From an optimization exercise on the open Yosys and OpenROAD flow, aimed at small area and a short achievable clock period; shortcuts taken in it are not production practice. Function was not checked in any run shown here: the RTL went through the layout flow alone.

==> design/flow/design.v <==
module ks_vandana_fp_div(
	a1,
	b1,
	c,
	clk
);
	input wire [31:0] a1;
	input wire [31:0] b1;
	input wire clk;
	output wire [31:0] c;
	localparam integer K1 = 3;
	wire        sc0 = a1[31] ^ b1[31];
	wire [7:0]  e0  = (a1[30:23] - b1[30:23]) + 8'd127;
	wire        q1  = a1[22] | ~b1[22];
	wire [26:0] ys [2:13];
	wire [26:0] yc [2:13];
	wire [23:0] mbv [1:13];
	wire [2:0]  dig [2:13];    
	wire [24:0] vs, vc;        
	assign mbv[1] = {1'b1, b1[22:0]};
	assign ys[2] = {2'b00, 1'b1, a1[22:0], q1};
	assign yc[2] = q1 ? ~{1'b0, 1'b1, b1[22:0], 2'b00} : 27'd0;
	reg        sc1, sc2;
	reg [7:0]  e1, e2;
	reg [22:0] mb1;
	reg [26:0] ys1, yc1;
	reg [24:0] vs2, vc2;
	reg        q1_1, q1_2;
	reg [3*K1-1:3] dg1;         
	reg [35:0] dg2;             
	genvar j;
	generate
		for (j = 2; j <= 13; j = j + 1) begin : step
			wire [26:0] s_in, c_in;
			wire [23:0] mb;
			if (j == K1 + 1) begin : from1
				assign s_in = ys1;
				assign c_in = yc1;
				assign mb = {1'b1, mb1};
			end else begin : direct
				assign s_in = ys[j];
				assign c_in = yc[j];
				assign mb = mbv[j-1];
			end
			assign mbv[j] = mb;
			wire qpos, two, one;
			r4_sel u_sel (.sh(s_in[26:20]), .ch(c_in[26:20]), .di(mb[22:20]),
				.qpos(qpos), .two(two), .one(one));
			wire [2:0] q = {qpos, two, one};
			wire [24:0] so, co;
			wire [24:0] mbl = {1'b0, mb};
			wire [24:0] mbh = {mb, 1'b0};
			genvar i;
			for (i = (j == 2) ? 0 : 2; i < 25; i = i + 1) begin : bt
				wire m = ((one & mbl[i]) | (two & mbh[i])) ^ qpos;
				r4_fa u_fa (.a(s_in[i]), .b(c_in[i]), .ci(m), .s(so[i]), .co(co[i]));
			end
			if (j > 2) begin : blo
				for (i = 0; i < 2; i = i + 1) begin : bl
					wire m = ((one & mbl[i]) | (two & mbh[i])) ^ qpos;
					assign so[i] = m;
					assign co[i] = 1'b0;
				end
			end
			wire [24:0] wc = {co[23:0], qpos};
			assign dig[j] = q;
			if (j < 13) begin : nxt
				assign ys[j+1] = {so, 2'b00};
				assign yc[j+1] = {wc, 2'b00};
			end else begin : last
				assign vs = so;
				assign vc = wc;
			end
		end
	endgenerate
	wire [3*12-1:0] dall;
	generate
		for (j = 2; j <= 13; j = j + 1) begin : gath
			assign dall[3*(13-j)+2:3*(13-j)] = dig[j];
		end
	endgenerate
	always @(posedge clk) begin
		sc1 <= sc0;
		e1 <= e0;
		mb1 <= b1[22:0];
		q1_1 <= q1;
		ys1 <= ys[K1+1];
		yc1 <= yc[K1+1];
		dg1 <= dall[35:36-3*(K1-1)];
		sc2 <= sc1;
		e2 <= e1;
		q1_2 <= q1_1;
		vs2 <= vs;
		vc2 <= vc;
		dg2 <= {dg1, dall[35-3*(K1-1):0]};
	end
	wire [35:0] dq = dg2;
	wire [24:0] qp, qn;
	assign qp[24] = q1_2;
	assign qn[24] = 1'b0;
	generate
		for (j = 2; j <= 13; j = j + 1) begin : conv
			wire [2:0] d = dq[3*(13-j)+2:3*(13-j)];
			assign qp[2*(13-j)+1:2*(13-j)] = d[2] ? d[1:0] : 2'b00;
			assign qn[2*(13-j)+1:2*(13-j)] = d[2] ? 2'b00 : d[1:0];
		end
	endgenerate
	wire [24:0] v = vs2 + vc2;
	wire [24:0] f = qp - qn - {24'd0, v[24]};
	wire [22:0] frac = f[23] ? f[22:0] : {f[21:0], 1'b0};
	wire [7:0]  ex = f[23] ? e2 : e2 - 8'd1;
	assign c = {sc2, ex, frac};
endmodule
module r4_sel(sh, ch, di, qpos, two, one);
input wire [6:0] sh; input wire [6:0] ch; input wire [2:0] di; output wire qpos, two, one;
wire [6:0] e;
r4_est u_est (.a(sh), .b(ch), .e(e));
wire ge1 = ~e[6] & (e[5] | e[4] | e[3] | (e[2] & (~di[2] | e[1])));
wire ge0 = ~e[6] | (e[5] & e[4] & e[3] & (e[2] | (di[2] ? (e[1] | e[0]) : (e[1] & e[0]))));
reg ge2, gem1;
always @(*) begin
  case (di)
    3'd0: begin ge2 = ~e[6] & (e[5:0] >= 6'd12); gem1 = ~e[6] | (e[5:0] >= 6'd51); end
    3'd1: begin ge2 = ~e[6] & (e[5:0] >= 6'd14); gem1 = ~e[6] | (e[5:0] >= 6'd49); end
    3'd2: begin ge2 = ~e[6] & (e[5:0] >= 6'd15); gem1 = ~e[6] | (e[5:0] >= 6'd48); end
    3'd3: begin ge2 = ~e[6] & (e[5:0] >= 6'd16); gem1 = ~e[6] | (e[5:0] >= 6'd46); end
    3'd4: begin ge2 = ~e[6] & (e[5:0] >= 6'd18); gem1 = ~e[6] | (e[5:0] >= 6'd44); end
    3'd5: begin ge2 = ~e[6] & (e[5:0] >= 6'd20); gem1 = ~e[6] | (e[5:0] >= 6'd44); end
    3'd6: begin ge2 = ~e[6] & (e[5:0] >= 6'd20); gem1 = ~e[6] | (e[5:0] >= 6'd42); end
    3'd7: begin ge2 = ~e[6] & (e[5:0] >= 6'd24); gem1 = ~e[6] | (e[5:0] >= 6'd40); end
  endcase
end
assign qpos = ge1;
assign two = ge2 | ~gem1;
assign one = (ge1 & ~ge2) | (gem1 & ~ge0);
endmodule
module r4_fa(a, b, ci, s, co);
	input wire a;
	input wire b;
	input wire ci;
	output wire s;
	output wire co;
	assign s = a ^ b ^ ci;
	assign co = (a & b) | (a & ci) | (b & ci);
endmodule
module r4_est(a, b, e);
	input wire [6:0] a;
	input wire [6:0] b;
	output wire [6:0] e;
	wire [6:0] g, p;
	genvar k;
	generate
		for (k = 0; k < 7; k = k + 1) begin : pg
			r4_ha u_ha (.a(a[k]), .b(b[k]), .s(p[k]), .co(g[k]));
		end
	endgenerate
	wire c1 = g[0];
	wire c2, c3, c4, c5, c6, g32, p32, g54, p54;
	r4_ao21 u_c2 (.a(p[1]), .b(g[0]), .c(g[1]), .y(c2));
	r4_ao21 u_g32 (.a(p[3]), .b(g[2]), .c(g[3]), .y(g32));
	r4_and2 u_p32 (.a(p[3]), .b(p[2]), .y(p32));
	r4_ao21 u_g54 (.a(p[5]), .b(g[4]), .c(g[5]), .y(g54));
	r4_and2 u_p54 (.a(p[5]), .b(p[4]), .y(p54));
	r4_ao21 u_c3 (.a(p[2]), .b(c2), .c(g[2]), .y(c3));
	r4_ao21 u_c4 (.a(p32), .b(c2), .c(g32), .y(c4));
	r4_ao21 u_c5 (.a(p[4]), .b(c4), .c(g[4]), .y(c5));
	r4_ao21 u_c6 (.a(p54), .b(c4), .c(g54), .y(c6));
	assign e[0] = p[0];
	r4_xor2 u_e1 (.a(p[1]), .b(c1), .y(e[1]));
	r4_xor2 u_e2 (.a(p[2]), .b(c2), .y(e[2]));
	r4_xor2 u_e3 (.a(p[3]), .b(c3), .y(e[3]));
	r4_xor2 u_e4 (.a(p[4]), .b(c4), .y(e[4]));
	r4_xor2 u_e5 (.a(p[5]), .b(c5), .y(e[5]));
	r4_xor2 u_e6 (.a(p[6]), .b(c6), .y(e[6]));
endmodule
module r4_ha(a, b, s, co);
	input wire a;
	input wire b;
	output wire s;
	output wire co;
	assign s = a ^ b;
	assign co = a & b;
endmodule
module r4_ao21(a, b, c, y);
	input wire a;
	input wire b;
	input wire c;
	output wire y;
	assign y = (a & b) | c;
endmodule
module r4_and2(a, b, y);
	input wire a;
	input wire b;
	output wire y;
	assign y = a & b;
endmodule
module r4_xor2(a, b, y);
	input wire a;
	input wire b;
	output wire y;
	assign y = a ^ b;
endmodule
==> design/flow/flow/run.sh <==
#!/bin/bash
# The standard layout (standard.sh), with the input and output ports
# buffered by the two-drive buffer cell instead of the flow's default one.
# The full output of the flow goes to flow.log in this folder.
export BUFFER_PORTS_ARGS="-buffer_cell sky130_fd_sc_hd__buf_2"
bash standard.sh > flow.log 2>&1
==> design/flow/standard.sh <==
#!/bin/bash
# synth_recipe.tcl (not shown) runs the flow's synth.tcl, then flattens the netlist and writes it again
# the make line also repeats each setting of config.mk as NAME=value (left out here)
make -C /OpenROAD-flow-scripts/flow DESIGN_CONFIG=/design/flow/config.mk WORK_HOME=/design/flow/orfs CLKGATE_MAP_FILE= SYNTH_SCRIPT=/design/flow/synth_recipe.tcl "${@:-finish}"
==> design/flow/config.mk <==
export PLATFORM = sky130hd
export DESIGN_NAME = ks_vandana_fp_div
export DESIGN_NICKNAME = ks_vandana_fp_div
export VERILOG_FILES = /design/flow/design.v
export SDC_FILE = /design/flow/constraint.sdc
export NUM_CORES = 4
export LEC_CHECK = 0
export CAP_MARGIN = 20
export CORE_MARGIN = 2
export CORE_UTILIZATION = 40
export CTS_BUF_LIST = sky130_fd_sc_hd__clkbuf_8
export SLEW_MARGIN = 80
export SYNTH_HIERARCHICAL = 1
==> design/flow/constraint.sdc <==
create_clock -name core_clock -period 120.0 [get_ports {clk}]
set_input_delay 24.0000 -clock core_clock [delete_from_list [all_inputs] [get_ports {clk}]]
set_output_delay 24.0000 -clock core_clock [all_outputs]
set_load 0.01 [all_outputs]
==> flow_metrics.env, run 1 <==
export IMPL_outcome="no timing/DRC/antenna violations"
export IMPL_synth_async_reset_ratio_pct=0
export IMPL_yosysSeqAreaShare_pct=15.7
export IMPL_skew_ps=17.5
export IMPL_drv_cap=0
export IMPL_slew_violations=0
export IMPL_drc=0
export IMPL_clockRootBuffer="clkbuf_8"
export IMPL_avgRoutedWirePerCell_um=18.4
export IMPL_crit_family="compound AO/OA/AOI/OAI gates"
export IMPL_slowest_stage="fa_1"
export IMPL_drt_iter0_drc=1149
export IMPL_rsz0062_at_grt="no"
export IMPL_r2r_cells=131
export IMPL_synthCells=2282
export IMPL_wl_um=56400
export IMPL_vias_per_cell=5.67
export IMPL_initial_core_util_pct=40.3
export IMPL_cp_required_ps=120350
export IMPL_yosys_area_top_type_share_pct=24.7
export IMPL_die_y_um=242
export IMPL_final_net_count=2780
export IMPL_finish_instance_area_um2=26200
export IMPL_ant_nets=0
export IMPL_die_w_um=242
export IMPL_place_gp_congestion=0.838
export IMPL_cts_made_buffers=17
export IMPL_firstDrtPassIters=5
export IMPL_fin_crit_sh_pct=29.4
export IMPL_setup_viol=0
export IMPL_area_delta_synth_final_pct=16.1
export IMPL_synth_top_cell_by_area="fa_1"
export IMPL_hold_path_class="flop to flop"
export IMPL_fin_crit_ps=35260
export IMPL_hpwl_um=45000
export IMPL_cts_num_sinks=177
export IMPL_muxShareOfSynthArea_pct=0.432
export IMPL_antenna_found_initial=1
export IMPL_cts_hold_buf=0
export IMPL_grt_total_usage_pct=19.1
export IMPL_critPathMostFrequentCell="a21o_1"
export IMPL_yosys_top_cells_area="fa_1 25%, dfxtp_1 16%, xnor2_1 12%, a22oi_1 8.8%, ha_1 7.8%"
export IMPL_ys_warn_count=8
export IMPL_max_freq_mhz=28.4
export IMPL_critPathArrivalTime_ps=35620
export IMPL_worst_path_buf_inv=11
export IMPL_pin_count=97
export IMPL_crit_type="flop to flop"
export IMPL_clockBufferDepth=2
export IMPL_cts_setup_buffers=0
export IMPL_holdPathStages=0
export IMPL_dieArea_um2=58300
export IMPL_grt_first_pass_wirelength_um=93000
export IMPL_worstSetupPathDepth=131
export IMPL_rrSetupSlack_ps=84740
export IMPL_endpoint_kind="flop"
export IMPL_gr_total_overflow=0
export IMPL_fin_cells=3065
export IMPL_synth_seq_cells=177
export IMPL_layout_cells_most_common="xnor2_1"
export IMPL_dp_cells=3020
export IMPL_cts_htree_levels=4
export IMPL_hold_viol_final=0
export IMPL_synth_avg_cell_area_um2=9.89
export IMPL_portBuffers=96
export IMPL_synth_top_family_by_area="adder cells"
export IMPL_synth_compound_area_share_pct=21.6
export IMPL_tns_ps=0
export IMPL_core_um2=56100
export IMPL_placed_area_um2=25400
export IMPL_path_clk_slew_ps=90
export IMPL_syn_cell_area_um2=22600
export IMPL_cpPeakStageDelay_ps=550
export IMPL_via_count=17400
export IMPL_row_count=87
export IMPL_synth_simple_area_share_pct=8.02
export IMPL_synthXorXnorAreaFrac_pct=15.7
export IMPL_drive_above_1_share_pct=18.4
export IMPL_yosys_area_share_adder_pct=33.6
export IMPL_insertion_delay_ps=490
export IMPL_ys_flop_type="dfxtp_1"
export IMPL_mostFrequentLayoutCells="305 x xnor2_1, 279 x fa_1, 264 x a22oi_1, 153 x dfxtp_1, 137 x ha_1"
export IMPL_cts_tree="done"
export IMPL_synth_edff_count=0
export IMPL_crit_fanout=25
export IMPL_first_global_vias=18000
export IMPL_cts_resized=0
export IMPL_crit_path_start_kind="flop"
export IMPL_fill_cells=5102
export IMPL_final_util_pct=46.7
export IMPL_grt_max_degree=32
export IMPL_synth_cell_type_count=74
## synth_stat cells, types with 13 or more instances
cell and n:
a21o_1 104, a21oi_1 77, nand2_1 93, and2_1 26, a21o_2 13, nand3_1 23, fa_1 279, a221o_1 13
and4_1 14, nor2b_1 13, xnor2_1 308, nand2b_1 35, nor4b_2 13, inv_1 58, buf_4 14, o31ai_1 14
nor2_1 62, o21ai_0 45, xor2_1 96, nor3_1 35, dfxtp_1 177, clkbuf_1 140, o31a_1 13, a22oi_1 264
ha_1 140, clkbuf_2 36
## per-module statistics from Yosys (local to each module, per instance)
module | times used | cells
r4_fa | 278 | 1
r4_sel | 12 | 34
r4_and2 | 24 | 1
r4_ha | 84 | 1
r4_xor2 | 72 | 1
ks_vandana_fp_div | 1 | 1320
r4_est | 12 | 1
r4_ao21 | 84 | 1
## cells by family (layout without fill, tap and decap cells)
kind of cell | after synthesis | after routing
adder cells (fa/ha/maj) | 443 | 443
XOR/XNOR | 404 | 404
AND/OR/NAND/NOR | 334 | 334
AO/OA/AOI/OAI | 649 | 649
buffers and inverters | 264 | 267
other | 2 | 26
flip-flops | 177 | 177
multiplexers | 9 | 9
## layout make-up
type	instances	area, um^2	area share [%]
tap	756	946	3.61
clock buffer	19	262	0.998
antenna	1	2.50	0.00955
multi-input combinational	1864	19700	75.3
clock inverter	12	81.3	0.310
timing repair buffer	178	1330	5.06
inverter	58	219	0.836
sequential	177	3630	13.8
## sequential cells by signal (all words and copies together), names as in the netlist, 6 cells and up
signal and count:
dg1 6, dg2 36, e1 8, e2 8, mb1 23, vc2 22
vs2 25, yc1 22, ys1 25
## worst register-to-register path, delay by kind of cell, from the launching register on
kind / cells / cell delay (ps)
compound gates: 60 / 14110
fa+ha+maj: 20 / 8730
flops: 1 / 350
xor+xnor: 20 / 4100
buf+inv: 11 / 2690
simple gates: 20 / 5140
## final timing paths
kind              startpoint      to
setup / recovery     ys1[21]  vs2[9]
hold / removal         e1[1]   e2[1]
hold reg to reg        e1[1]   e2[1]
setup reg to reg     ys1[21]  vs2[9]
## layer usage
metal | track usage [%] | share of wire [%] | vias to the layer above
met3 | 2.23 | 4.0 | 58
met5 | 0 | 0 | -
met2 | 33.1 | 50 | 437
met1 | 25.6 | 45 | 8885
met4 | 4.07 | 1.1 | 0
li1 | - | - | 8009
## through the flow
stage               hold slack [ps]  worst slack (ps)
CTS                             334             84660
global route                    340             82930
detailed placement              312             84770
finish                          333             84740
floorplan                       310             85850
global placement                311             85190
==> run 2, diff against run 1 <==
--- a/design/flow/config.mk
+++ b/design/flow/config.mk
@@ -11,3 +11,3 @@
 export CTS_BUF_LIST = sky130_fd_sc_hd__clkbuf_8
-export SLEW_MARGIN = 80
+export SLEW_MARGIN = 70
 export SYNTH_HIERARCHICAL = 1
==> flow_metrics.env, run 2 <==
export IMPL_antenna_found_initial=1
export IMPL_wl_um=54600
export IMPL_cts_tree="done"
export IMPL_synthCells=2282
export IMPL_cts_htree_levels=4
export IMPL_mostFrequentLayoutCells="308 x xnor2_1, 279 x fa_1, 264 x a22oi_1, 154 x dfxtp_1, 140 x ha_1"
export IMPL_grt_first_pass_wirelength_um=90300
export IMPL_max_freq_mhz=29.6
export IMPL_pin_count=97
export IMPL_crit_path_start_kind="flop"
export IMPL_critPathArrivalTime_ps=34120
export IMPL_syn_cell_area_um2=22600
export IMPL_drc=0
export IMPL_yosysSeqAreaShare_pct=15.7
export IMPL_avgRoutedWirePerCell_um=18.0
export IMPL_vias_per_cell=5.63
export IMPL_cts_hold_buf=0
export IMPL_dp_cells=2999
export IMPL_synth_avg_cell_area_um2=9.89
export IMPL_fin_cells=3032
export IMPL_slew_violations=0
export IMPL_cts_resized=0
export IMPL_gr_total_overflow=0
export IMPL_clockRootBuffer="clkbuf_8"
export IMPL_synth_top_cell_by_area="fa_1"
export IMPL_grt_max_degree=47
export IMPL_hpwl_um=43500
export IMPL_ys_flop_type="dfxtp_1"
export IMPL_setup_viol=0
export IMPL_cts_num_sinks=177
export IMPL_die_y_um=242
export IMPL_synth_seq_cells=177
export IMPL_reg_top3="dg2 (36), vs2 (25), ys1 (25)"
export IMPL_dieArea_um2=58300
export IMPL_crit_fanout=25
export IMPL_die_w_um=242
export IMPL_crit_type="flop to flop"
export IMPL_grt_total_usage_pct=18.4
export IMPL_clockBufferDepth=2
export IMPL_drt_iter0_drc=1122
export IMPL_portBuffers=96
export IMPL_tns_ps=0
export IMPL_ys_warn_count=8
export IMPL_layout_cells_most_common="xnor2_1"
export IMPL_cts_made_buffers=17
export IMPL_endpoint_kind="flop"
export IMPL_skew_ps=18.3
export IMPL_yosys_top_cells_area="fa_1 25%, dfxtp_1 16%, xnor2_1 12%, a22oi_1 8.8%, ha_1 7.8%"
export IMPL_yosys_area_top_type_share_pct=24.7
export IMPL_place_gp_congestion=0.838
export IMPL_first_global_vias=17700
export IMPL_final_net_count=2747
export IMPL_synth_edff_count=0
export IMPL_yosysMostFrequentCell="xnor2_1"
export IMPL_hold_viol_final=0
export IMPL_core_um2=56100
export IMPL_synth_common_cells="308 x xnor2_1, 279 x fa_1, 264 x a22oi_1, 177 x dfxtp_1"
export IMPL_insertion_delay_ps=490
export IMPL_drive_above_1_share_pct=15.4
export IMPL_top_register="dg2"
export IMPL_largest_reg_flops=36
export IMPL_cts_setup_buffers=0
export IMPL_fin_crit_ps=33770
export IMPL_synth_async_reset_ratio_pct=0
export IMPL_ant_nets=0
export IMPL_worst_path_buf_inv=10
export IMPL_hold_path_class="flop to flop"
export IMPL_fin_crit_sh_pct=28.1
export IMPL_area_delta_synth_final_pct=9.80
export IMPL_drv_cap=0
export IMPL_critPathMostFrequentCell="a21o_1"
export IMPL_cpPeakStageDelay_ps=540
export IMPL_synth_cell_type_count=74
export IMPL_firstDrtPassIters=5
export IMPL_via_count=17100
export IMPL_initial_core_util_pct=40.3
export IMPL_rsz0062_at_grt="no"
export IMPL_cp_required_ps=120350
export IMPL_row_count=87
export IMPL_slowest_stage="fa_1"
export IMPL_crit_family="compound AO/OA/AOI/OAI gates"
export IMPL_path_clk_slew_ps=80
export IMPL_outcome="no timing/DRC/antenna violations"
run 2: cell type report:
| type | count | area [um^2] |
|---|---|---|
| sequential | 177 | 3620 |
| fill | 5218 | 31300 |
| clock buffer | 18 | 248 |
| multi-input combinational | 1864 | 18600 |
| antenna | 1 | 2.50 |
| inverter | 58 | 218 |
| clock inverter | 13 | 196 |
| timing repair buffer | 145 | 973 |
| tap | 756 | 946 |
run 2: worst register-to-register path, delay by kind of cell, from the launching register on:
family	cells	cell delay, ps
and+or+nand+nor	20	5270
adders and majority gates	20	8520
DFF	1	350
buffers and inverters	10	3120
AOI/OAI and AO/OA	60	12190
xor gates and xnor gates	20	4270
run 2: stage by stage:
| step | instance area, um^2 | hold slack [ps] | worst slack, ps | utilization, % |
|---|---|---|---|---|
| after CTS | 24700 | 334 | 86360 | 44.0 |
| after global routing | 24800 | 338 | 84160 | 44.2 |
| final | 24800 | 332 | 86230 | 44.2 |
| after floorplan | 22700 | 310 | 85850 | - |
| after global placement | 23500 | 311 | 85190 | 41.9 |
| after detailed placement | 24200 | 312 | 86410 | 43.3 |
run 2: kinds of logic (layout without fill, tap and decap cells):
logic type | after synthesis | after routing | synth area share (%)
flip-flops | 177 | 177 | 15.7
XOR/XNOR | 404 | 404 | 15.7
adder cells (fa/ha/maj) | 443 | 443 | 33.6
AND/OR/NAND/NOR | 334 | 334 | 8.02
AO/OA/AOI/OAI | 649 | 649 | 21.6
other | 2 | 26 | 0.0333
buffers and inverters | 264 | 234 | 4.94
multiplexers | 9 | 9 | 0.432
run 2: metal layers:
layer | global-route usage [%] | part of all wire [%] | vias up
met5 | 0 | 0 | -
met4 | 4.40 | 1.5 | 0
met3 | 2.14 | 4.0 | 66
met2 | 32.0 | 49 | 440
met1 | 24.5 | 46 | 8652
li1 | - | - | 7920
run 2: per-module statistics from Yosys, one instance, submodules excluded:
| module | flip-flops and latches | copies in the design |
|---|---|---|
| ks_vandana_fp_div | 177 | 1 |
| r4_and2 | 0 | 24 |
| r4_ao21 | 0 | 84 |
| r4_est | 0 | 12 |
| r4_fa | 0 | 278 |
| r4_ha | 0 | 84 |
| r4_sel | 0 | 12 |
| r4_xor2 | 0 | 72 |
run 2: path summary, 6_finish.rpt:
path	startpoint	to	slack, ps	depth (start not counted)
min reg2reg	dg1[7]	dg2[34]	330	0
max	ys1[21]	vs2[7]	86230	130
max reg2reg	ys1[21]	vs2[7]	86230	130
min	dg1[7]	dg2[34]	330	0

separate check: timing with driven ports:
The results above use ideal ports. As a check the final layouts listed here were re-extracted and re-timed, cells and wires unchanged. Step 1 sets driving cells, clkbuf_16 on the clock port and buf_2 on the other inputs (assumed; they add their load-dependent delay and slew). Step 2 moves the port delays by t, midway between the first and last clock arrival at a register: inputs arrive t later, outputs are due t later. That takes back most of the time a late clock gives input paths. Three values: ideal ports, drivers, drivers and shift; two values: the first two.
| run | t (ns) | slack for setup (ns) | hold WS [ns] | clock arrival spread, ns | slew at the worst register clock pin (ns) |
|---|---|---|---|---|---|
| run 1 | 0.543 | 84.738 / 84.738 / 84.738 | 0.333 / 0.333 / 0.333 | 0.018 / 0.018 | 0.10 / 0.10 |
| run 2 | 0.539 | 86.231 / 86.231 / 86.231 | 0.332 / 0.332 / 0.332 | 0.018 / 0.018 | 0.10 / 0.10 |
After both steps every run listed still meets setup and hold.
